What follows belongs to an exercise in optimizing a design on an open flow for small area; a production flow would make more cautious choices.
Function was checked by simulation only, so behaviour that the tests miss may differ from the original.
No activity file was given, so power comes from the tool's default toggle rates.

==> flow/design.v <==
`timescale 1ns / 1ps
module hx711driver (
    input  logic        clk,
    input  logic        reset,
    input  logic        ce,
    input  logic        hx711_in,
    output logic [23:0] dout,
    output logic        hx711_done_tick,
    output logic        sclk
);
    logic [5:0]  ph;
    logic [5:0]  c;
    logic [23:0] si;
    logic c_end, active, ph_last;
    assign active  = |ph;
    assign c_end   = c[5] & c[4] & c[1];             
    assign ph_last = ph[5] & ph[4] & ph[1] & ph[0];   
    logic [6:0] cc, pc;
    assign cc[0] = 1'b1;
    assign pc[0] = 1'b1;
    genvar i;
    for (i = 0; i < 6; i++) begin : g_inc
        assign cc[i+1] = cc[i] & c[i];
        assign pc[i+1] = pc[i] & ph[i];
    end
    always_ff @(posedge clk, posedge reset)
        if (reset) begin
            ph <= '0;
            c  <= '0;
        end else if (ce) begin
            if (!active) begin
                c <= '0;
                if (!hx711_in) ph <= 6'd1;
            end else if (c_end) begin
                c  <= '0;
                ph <= ph_last ? 6'd0 : (ph ^ pc[5:0]);
            end else
                c <= c ^ cc[5:0];
        end
    always_ff @(posedge clk)
        if (ce && c_end && active && !ph[0] && !(ph[5] & ph[4] & ph[1]))
            si <= {si[22:0], hx711_in};
    assign dout = si;
    assign hx711_done_tick = ph_last & c_end;
    assign sclk = active & ~ph[0];
endmodule
`timescale 1ns / 1ps
module seven_seg_driver (
    input  logic        clock,
    input  logic        reset,
    input  logic [27:0] bcd_in,
    input  logic        load,
    output logic        ce,             
    output logic [7:0]  segments_out,
    output logic [7:0]  anodes_out
);
    logic [9:0]  refresh_counter;
    logic        refresh_tick;
    logic [2:0]  digit_selector;
    logic [27:0] bcd;
    logic [10:0] rc;
    assign rc[0] = 1'b1;
    genvar i;
    for (i = 0; i < 10; i++) begin : g_inc
        assign rc[i+1] = rc[i] & refresh_counter[i];
    end
    logic [3:0] dc;
    assign dc[0] = refresh_tick;
    for (i = 0; i < 3; i++) begin : g_dinc
        assign dc[i+1] = dc[i] & digit_selector[i];
    end
    always_ff @(posedge clock, posedge reset)
        if (reset) begin
            refresh_counter <= '0;
            refresh_tick    <= 1'b0;
            digit_selector  <= '0;
            bcd             <= '0;
        end else begin
            refresh_counter <= refresh_counter ^ rc[9:0];
            refresh_tick    <= rc[10];
            digit_selector  <= digit_selector ^ dc[2:0];
            if (load) bcd <= bcd_in;
        end
    assign ce = ~refresh_counter[0];
    logic [3:0] digit;
    always_comb
        case (digit_selector)
            3'd0: digit = bcd[3:0];
            3'd1: digit = bcd[7:4];
            3'd2: digit = bcd[11:8];
            3'd3: digit = bcd[15:12];
            3'd4: digit = bcd[19:16];
            3'd5: digit = bcd[23:20];
            3'd6: digit = bcd[27:24];
            default: digit = 4'd0;
        endcase
    always_comb
        case (digit)
            4'd0:    segments_out = 8'b00000011;
            4'd1:    segments_out = 8'b10011111;
            4'd2:    segments_out = 8'b00100101;
            4'd3:    segments_out = 8'b00001101;
            4'd4:    segments_out = 8'b10011001;
            4'd5:    segments_out = 8'b01001001;
            4'd6:    segments_out = 8'b01000001;
            4'd7:    segments_out = 8'b00011111;
            4'd8:    segments_out = 8'b00000001;
            4'd9:    segments_out = 8'b00001001;
            default: segments_out = 8'b11111111;
        endcase
    always_comb
        case (digit_selector)
            3'd0: anodes_out = 8'b11111110;
            3'd1: anodes_out = 8'b11111101;
            3'd2: anodes_out = 8'b11111011;
            3'd3: anodes_out = 8'b11110111;
            3'd4: anodes_out = 8'b11101111;
            3'd5: anodes_out = 8'b11011111;
            3'd6: anodes_out = 8'b10111111;
            default: anodes_out = 8'b01111111;
        endcase
endmodule
`timescale 1ns / 1ps
module rca #(parameter int W = 8) (
    input  logic [W-1:0] a,
    input  logic [W-1:0] b,
    input  logic         cin,
    output logic [W-1:0] s,
    output logic         cout
);
    logic [W:0] c;
    assign c[0] = cin;
    genvar i;
    for (i = 0; i < W; i++) begin : g_bit
        assign s[i]   = a[i] ^ b[i] ^ c[i];
        assign c[i+1] = (a[i] & b[i]) | (c[i] & (a[i] ^ b[i]));
    end
    assign cout = c[W];
endmodule
module rinc #(parameter int W = 8) (
    input  logic [W-1:0] a,
    input  logic         cin,
    output logic [W-1:0] s
);
    logic [W:0] c;
    assign c[0] = cin;
    genvar i;
    for (i = 0; i < W; i++) begin : g_bit
        assign s[i]   = a[i] ^ c[i];
        assign c[i+1] = a[i] & c[i];
    end
endmodule
module top_nexys_a7 (
    input  logic       clock,
    input  logic       reset,
    input  logic       hx711_data_in,
    output logic       hx711_sclk_out,
    output logic [5:0] states_led,
    output logic [7:0] DDP,
    output logic [7:0] AN
);
    logic ce;
    logic sync1, sync2;
    always_ff @(posedge clock)
        if (ce) begin
            sync1 <= hx711_data_in;
            sync2 <= sync1;
        end
    logic [23:0] si;
    logic        done;
    hx711driver inst_hx711_driver (
        .clk(clock), .reset(reset), .ce(ce), .hx711_in(sync2),
        .dout(si), .hx711_done_tick(done), .sclk(hx711_sclk_out));
    logic tick;
    assign tick = done & ~ce;
    localparam logic [2:0] ST_IDLE = 3'd0, ST_S1 = 3'd1, ST_S2 = 3'd2, ST_S3 = 3'd3,
                           ST_PREP = 3'd4, ST_DIV = 3'd5, ST_UPD = 3'd6, ST_CLN = 3'd7;
    logic [2:0]  state;
    logic [16:0] timer;         
    logic [28:0] acc;           
    logic [4:0]  cnt;           
    logic [1:0]  outl;          
    logic [23:0] mag;           
    logic        sgn;           
    logic        led;
    logic [4:0]  rem;           
    logic [5:0]  pv;            
    logic        pneg;
    logic [27:0] wb;            
    logic tmax;                 
    assign tmax = timer[16] & timer[15] & timer[10] & timer[9] & timer[7]
                & timer[4] & timer[3] & timer[2] & timer[1] & timer[0];
    logic in_idle, in_smp, in_s3, in_prep, in_div, in_upd, in_cln;
    assign in_idle = (state == ST_IDLE);
    assign in_smp  = (state == ST_S1) | (state == ST_S2) | (state == ST_S3);
    assign in_s3   = (state == ST_S3);
    assign in_prep = (state == ST_PREP);
    assign in_div  = (state == ST_DIV);
    assign in_upd  = (state == ST_UPD);
    assign in_cln  = (state == ST_CLN);
    logic [24:0] diff;
    logic        diff_co;
    rca #(25) u_diff (.a({si[23], si}), .b({1'b0, mag} ^ {25{~sgn}}), .cin(~sgn),
                      .s(diff), .cout(diff_co));
    logic [13:0] dlo;
    assign dlo = diff[13:0];
    logic lo_lt, lo_gt;
    assign lo_lt = (dlo < 14'd15000);
    assign lo_gt = (dlo > 14'd1384);
    logic d_small;
    assign d_small = diff[24] ? ((&diff[23:14]) & lo_gt) : (~(|diff[23:14]) & lo_lt);
    logic accept;
    assign accept = d_small | ~(|mag) | (&outl);
    logic [28:0] addb, asum;
    logic        asum_co;
    assign addb = in_prep ? {29{1'b1}} : {{5{si[23]}}, si};
    rca #(29) u_acc (.a(acc), .b(addb), .cin(1'b0), .s(asum), .cout(asum_co));
    logic t_inc, t_clr;
    assign t_clr = (in_idle & ~tick & tmax) | in_upd;
    assign t_inc = (in_idle & ~tick) | (in_smp & ~tmax) | in_div;
    logic [16:0] timer_n;
    rinc #(17) u_tinc (.a(timer), .cin(t_inc), .s(timer_n));
    logic [4:0] cnt_n;
    rinc #(5) u_cinc (.a(cnt), .cin(1'b1), .s(cnt_n));
    logic [4:0] k;
    assign k = ~timer[4:0];
    logic dbit;
    assign dbit = timer[5] & (timer[4] | timer[3] | timer[2] | (timer[1] & timer[0]))
                & (acc[k] ^ acc[28]);
    logic [5:0] rt, rsub;
    assign rt = {rem, dbit};
    logic qbit;
    rca #(6) u_dsub (.a(rt), .b(~{1'b0, cnt}), .cin(1'b1), .s(rsub), .cout(qbit));
    logic mshift;
    assign mshift = in_div & timer[5] & (timer[4] | timer[3]);
    logic xo, sn;
    assign xo = mag[23];
    assign sn = acc[28];
    logic [1:0] dpos;   
    logic       dneg;   
    always_comb begin
        if (!sgn && sn) begin         
            dpos = {1'b0, xo} + {1'b0, qbit};
            dneg = 1'b0;
        end else if (!sgn) begin      
            dpos = {1'b0, xo};
            dneg = qbit;
        end else begin                
            dpos = {1'b0, qbit};
            dneg = xo;
        end
    end
    logic [7:0] pt;
    rca #(8) u_pcmp (.a({1'b0, pv, dpos[0]}), .b({8{dneg}}), .cin(1'b0), .s(pt), .cout());
    logic [7:0] pt2;
    assign pt2 = dpos[1] ? {pt[7:1] + 7'd1, pt[0]} : pt;
    logic p_neg_n, p_big_n;
    assign p_neg_n = pt2[7];
    assign p_big_n = ~pt2[7] & (pt2[6:0] >= 7'd51);
    function automatic [3:0] add3(input [3:0] d);
        case (d)
            4'd5: add3 = 4'd8;
            4'd6: add3 = 4'd9;
            4'd7: add3 = 4'd10;
            4'd8: add3 = 4'd11;
            4'd9: add3 = 4'd12;
            default: add3 = d;
        endcase
    endfunction
    logic [27:0] wb_adj;
    genvar gi;
    for (gi = 0; gi < 6; gi++) begin : g_dd
        assign wb_adj[gi*4 +: 4] = add3(wb[gi*4 +: 4]);
    end
    assign wb_adj[27:24] = wb[27:24];
    always_ff @(posedge clock, posedge reset)
        if (reset) begin
            state <= ST_IDLE;
            timer <= '0;
            acc   <= '0;
            cnt   <= '0;
            outl  <= '0;
            mag   <= '0;
            sgn   <= 1'b0;
            led   <= 1'b0;
        end else begin
            timer <= t_clr ? 17'd0 : timer_n;
            case (state)
                ST_IDLE: if (tick) state <= ST_S1; else if (tmax) state <= ST_PREP;
                ST_S1:   state <= ST_S2;
                ST_S2:   state <= ST_S3;
                ST_S3:   state <= ST_IDLE;
                ST_PREP: state <= (cnt == 5'd0) ? ST_UPD : ST_DIV;
                ST_DIV:  if (&timer[5:0]) state <= ST_UPD;
                ST_UPD:  state <= ST_CLN;
                default: state <= ST_IDLE;
            endcase
            if (in_s3) begin
                if (accept) begin
                    acc  <= asum;
                    cnt  <= cnt_n;
                    outl <= '0;
                end else
                    outl <= {outl[1] | outl[0], ~outl[0]};
            end
            if (in_prep & acc[28]) acc <= asum;
            if (in_cln) begin
                acc <= '0;
                cnt <= '0;
            end
            if (mshift) mag <= {mag[22:0], qbit};
            if (in_upd) begin
                led <= 1'b0;
                if (cnt != 5'd0) begin
                    sgn <= sn;
                    led <= ~pneg & (pv == 6'd51) & ~(sgn & ~sn);
                end
            end
        end
    always_ff @(posedge clock) begin
        if (in_prep) begin
            rem  <= '0;
            pv   <= '0;
            pneg <= 1'b0;
            wb   <= '0;
        end else begin
            rem <= qbit ? rsub[4:0] : rt[4:0];
            wb  <= {wb_adj[26:0], qbit};
            if (mshift && !pneg && pv != 6'd51) begin
                pneg <= p_neg_n;
                pv   <= p_big_n ? 6'd51 : pt2[5:0];
            end
        end
    end
    assign states_led = {led, 1'b0, led, led, 1'b0, led};
    seven_seg_driver inst_display (
        .clock(clock), .reset(reset), .bcd_in(wb), .load(in_upd && cnt != 5'd0),
        .ce(ce), .segments_out(DDP), .anodes_out(AN));
endmodule
==> flow/run.sh <==
#!/bin/bash
# synth_recipe.tcl (not shown) runs the flow's synth.tcl, then flattens the netlist and writes it again
# the make line also repeats each setting of config.mk as NAME=value (left out here)
make -C /OpenROAD-flow-scripts/flow DESIGN_CONFIG=/design/flow/config.mk WORK_HOME=/design/flow/orfs CLKGATE_MAP_FILE= SYNTH_SCRIPT=/design/flow/synth_recipe.tcl finish
==> flow/config.mk <==
export PLATFORM = sky130hd
export DESIGN_NAME = top_nexys_a7
export DESIGN_NICKNAME = top_nexys_a7
export VERILOG_FILES = /design/flow/design.v
export SDC_FILE = /design/flow/constraint.sdc
export NUM_CORES = 4
export LEC_CHECK = 0
export CAP_MARGIN = 20
export CORE_MARGIN = 2
export CORE_UTILIZATION = 40
export SLEW_MARGIN = 20
==> flow/constraint.sdc <==
create_clock -name core_clock -period 40.0 [get_ports {clock}]
set_input_delay 8.0000 -clock core_clock [delete_from_list [all_inputs] [get_ports {clock}]]
set_output_delay 8.0000 -clock core_clock [all_outputs]
set_load 0.01 [all_outputs]
==> run notes <==
- Status: finished clean
- Worst Hold Depth: 0
- Resized Gates After CTS: 0
- Clock buffer depth: 3
- Worst Hold Endpoint: sync2
- Final hold vios: 0
- Post-Syn Area: 0.0115 sq mm
- Syn-to-layout area delta: 11.0%
- Number of enable flip-flop cells after synthesis: 26
- Final slew viol count: 0
- Synth Instances: 1047
- Initial DRT Pass Iterations: 4
- Post-synthesis sequential area ratio: 0.433
- Pwr dens: 33.6 mW/mm^2
- Placed Area: 0.0120 sq mm
- Post-synthesis register bit count: 202
- Die Ht: 174 um
- Primary FF master, synth: dfrtp_1
- Overall via count from detail_route: 7539
- First-pass GRT wire length: 38800 um
- Ports: 26
- Slew headroom: 0.280
- Mean Syn Cell Area: 11.0 sq um
- Worst r2r src: state[2]
- Crit. End Element: register
- GRT overflow: 0
- CTS Hold Bufs: 0
- Largest net degree at the start of global routing: 73
- Vias in the first global route: 7607
- Crit Path Class: register to register
- Initial detailed-routing violation count: 499
- Tmin final: 13630 ps
- Unrepaired setup endpoints after global routing: no
- Root Buffer: clkbuf_16
- PortBufs: 22
- Final wirelength: 22600 um
- CP max FO: 58
- Clk latency of the worst-skew pair: 530 ps
- Worst Path Arrival: 14050 ps
- Unique masters post-synth: 79
- Final setup fails: 0
- H-tree levels: 1
- Final Cycle Share: 0.341
- Area of the core: 0.0285 sq mm
- VDD IR max: 29.0 uV
- DR vias/cell: 5.22
- GP Congestion: 0.778
- Post-CTS setup buffers: 0
- Fraction of layout cells with a size suffix above 1: 0.143
- CP max stage delay: 600 ps
- Crit Reg-Reg Endpoint: acc[28]
- Final #Nets: 1156
- GRT Total Usage: 0.154
- Sw power: 89.7 uW
- Syn. warnings: 3
- CP Launch Type: register
- R2R cell count: 37
- N_diodes: 0
- Worst Skew: 18.7 ps
- CTS buffer count: 24
- Antenna-violating nets left: 0
- Die area: 0.0301 sq mm
- Power share of the clock group: 0.510
- Die width: 174 um
- CP max stage cell: dfrtp_1
- Average routed wire per standard cell: 15.6 um
- Reg power frac: 0.483
- Gate power share: 0.007
- Final core occ: 0.447
- Starting Density: 0.403
- Sw frac: 0.209
- R2r setup slk: 26370 ps
- CTS tree: yes
- Slew @ Worst Pin: 1080 ps
- Final hold slack: 417 ps
- Pleak: 5.71 nW
- Sink Count: 202
- Required @ worst endpoint: 40420 ps
- Total Neg Setup Slack: 0 ps
- Max-cap viol count: 0
- CP most frequent cell: fa_1
- Hold_sp: sync1
- FP Rows: 62
- Clock Pin Slew Worst Setup and Hold Paths: 60 ps
- Worst Hold Class: register to register
- DP Wirelength: 15700 um
- Asr flop ratio synth: 0.673
- Pint: 339 uW
- Initial antenna violation count: 0
- Max Freq: 0.0734 GHz
- Remaining DRCs: 0
- Finished Cell Area: 0.0128 sq mm
-- synth_stat cells, drive strengths merged (3+ instances only) --
cell | n | share of area
fa | 60 | 0.10
clkbuf | 27 | 0.0090
nand3b | 4 | 0.0026
buf | 33 | 0.018
o22ai | 3 | 0.0016
a31oi | 5 | 0.0027
o31ai | 4 | 0.0026
nor3 | 6 | 0.0030
nor3b | 3 | 0.0024
nor2 | 49 | 0.016
edfxtp | 26 | 0.068
nand2b | 11 | 0.0060
nand3 | 46 | 0.020
xnor2 | 29 | 0.022
nor4 | 13 | 0.011
dfrtp | 136 | 0.30
o21a | 3 | 0.0020
nor2b | 24 | 0.013
ha | 50 | 0.054
nand4 | 10 | 0.0054
o311ai | 3 | 0.0036
or2 | 23 | 0.013
inv | 56 | 0.018
mux2i | 29 | 0.026
a22oi | 6 | 0.0039
mux2 | 58 | 0.057
o21ai | 69 | 0.031
a22o | 7 | 0.0053
a31o | 3 | 0.0023
and3 | 9 | 0.0049
a21oi | 86 | 0.038
xor2 | 6 | 0.0046
nand2 | 48 | 0.016
and4 | 3 | 0.0023
dfxtp | 40 | 0.070
and2 | 7 | 0.0038
a211oi | 17 | 0.012
-- metrics by stage --
step	worst slack (ps)	total power [mW]	instances
4_1_cts	26260	0.435	1443
5_1_grt	25770	0.444	1444
6_report	26370	0.429	1444
2_1_floorplan	27280	0.213	1048
3_3_place_gp	26360	0.214	1400
3_5_place_dp	26360	0.214	1400
-- cells by family after synthesis --
logic type	after synthesis	synth area share
and+or+nand+nor	265	0.126
AOI/OAI and AO/OA	226	0.122
DFF	202	0.433
buffers and inverters	118	0.0463
adders and majority gates	110	0.159
muxes	88	0.0843
xor gates and xnor gates	36	0.0286
other	2	0.000653
-- flip-flops by register name, indices dropped and copies added, names as in the netlist, 2 cells and up --
register and count:
wb 28, inst_hx711_driver.c 6, inst_display.refresh_counter 10, acc 29, inst_display.digit_selector 3, outl 2
cnt 5, state 3, inst_hx711_driver.si 24, inst_hx711_driver.ph 6, rem 5, pv 6
timer 17, inst_display.bcd 28, mag 24
-- worst max path at each step --
stage	startpoint	to	depth (start not counted)
detailed placement	state[2]	acc[28]	37
global route	state[2]	acc[28]	37
floorplan	state[2]	acc[28]	37
CTS	state[2]	acc[28]	37
finish	state[2]	acc[28]	37
global placement	state[2]	acc[28]	37
-- layer usage --
metal / part of all wire / wire, um / global-route usage / up-vias
met5: 0 / 0 / 0 / -
met3: 0.036 / 823 / 0.0263 / 40
li1: - / - / - / 3668
met2: 0.46 / 10400 / 0.253 / 105
met4: 0.022 / 496 / 0.0431 / 0
met1: 0.48 / 10900 / 0.211 / 3726
-- worst max-delay path: cells and delay by family (launching register included) --
kind | cells | cell delay [ps]
fa+ha+maj | 28 | 11290
simple gates | 3 | 690
buf+inv | 2 | 410
xor+xnor | 2 | 280
compound gates | 2 | 240
flops | 1 | 600
-- power groups by stage --
stage | Combinational [mW] | Sequential (mW) | Clock (mW)
2_1_floorplan | 0.00233 | 0.211 | 0
3_3_place_gp | 0.00330 | 0.211 | 0
3_5_place_dp | 0.00336 | 0.211 | 0
4_1_cts | 0.00336 | 0.207 | 0.225
5_1_grt | 0.00379 | 0.207 | 0.233
6_report | 0.00310 | 0.207 | 0.219
-- cell usage in the layout (no fill, tap or decap), types with 5 or more instances in the layout --
master and n:
nand2b_1 11, clkbuf_16 24, and2_1 7, nand4_1 10
edfxtp_1 26, mux2_2 58, fa_1 60, inv_1 55
or2_2 23, dfxtp_1 40, a22o_1 7, clkinv_2 5
xor2_1 6, nand3_1 46, xnor2_1 29, o21ai_1 21
a211oi_1 16, nor2_1 47, a22oi_1 6, a21oi_1 84
clkdlybuf4s50_1 22, mux2i_1 28, o21ai_0 46, ha_1 50
nor4_1 10, nand2_1 48, and3_1 8, clkbuf_8 5
nor2b_1 24, a31oi_1 5, dfrtp_1 136, buf_4 6
-- area by class of cell --
cell class,count,area (sq um)
Fill cell,2701,15800
Multi-Input combinational cell,728,6010
Sequential cell,202,4980
Clock buffer,33,684
Tap cell,384,480
Timing Repair Buffer,29,280
Inverter,58,223
Clock inverter,10,109

[what the ideal ports hide]
In the flow no input, the clock included, has a driving cell. The finished layout below was timed again as built, in two steps. Step 1, drivers: a clkbuf_16 drives clock and a buf_2 each remaining input, both assumed. Step 2, shift: input delay + t, output delay - t, t = (earliest + latest rising clock arrival at the registers) / 2. This alone moves slack from input paths to output paths. Slacks: ideal ports / drivers / drivers and shift; pairs: ideal ports / drivers.
t (ns): 0.565
setup WS [ns]: 26.373 / 26.373 / 26.373
worst slew at a driven data input, ns: 0.03
After both steps this run still meets setup and hold. The setup slack of this run moves by 0.000 ns with the drivers and by 0.000 ns with both steps.
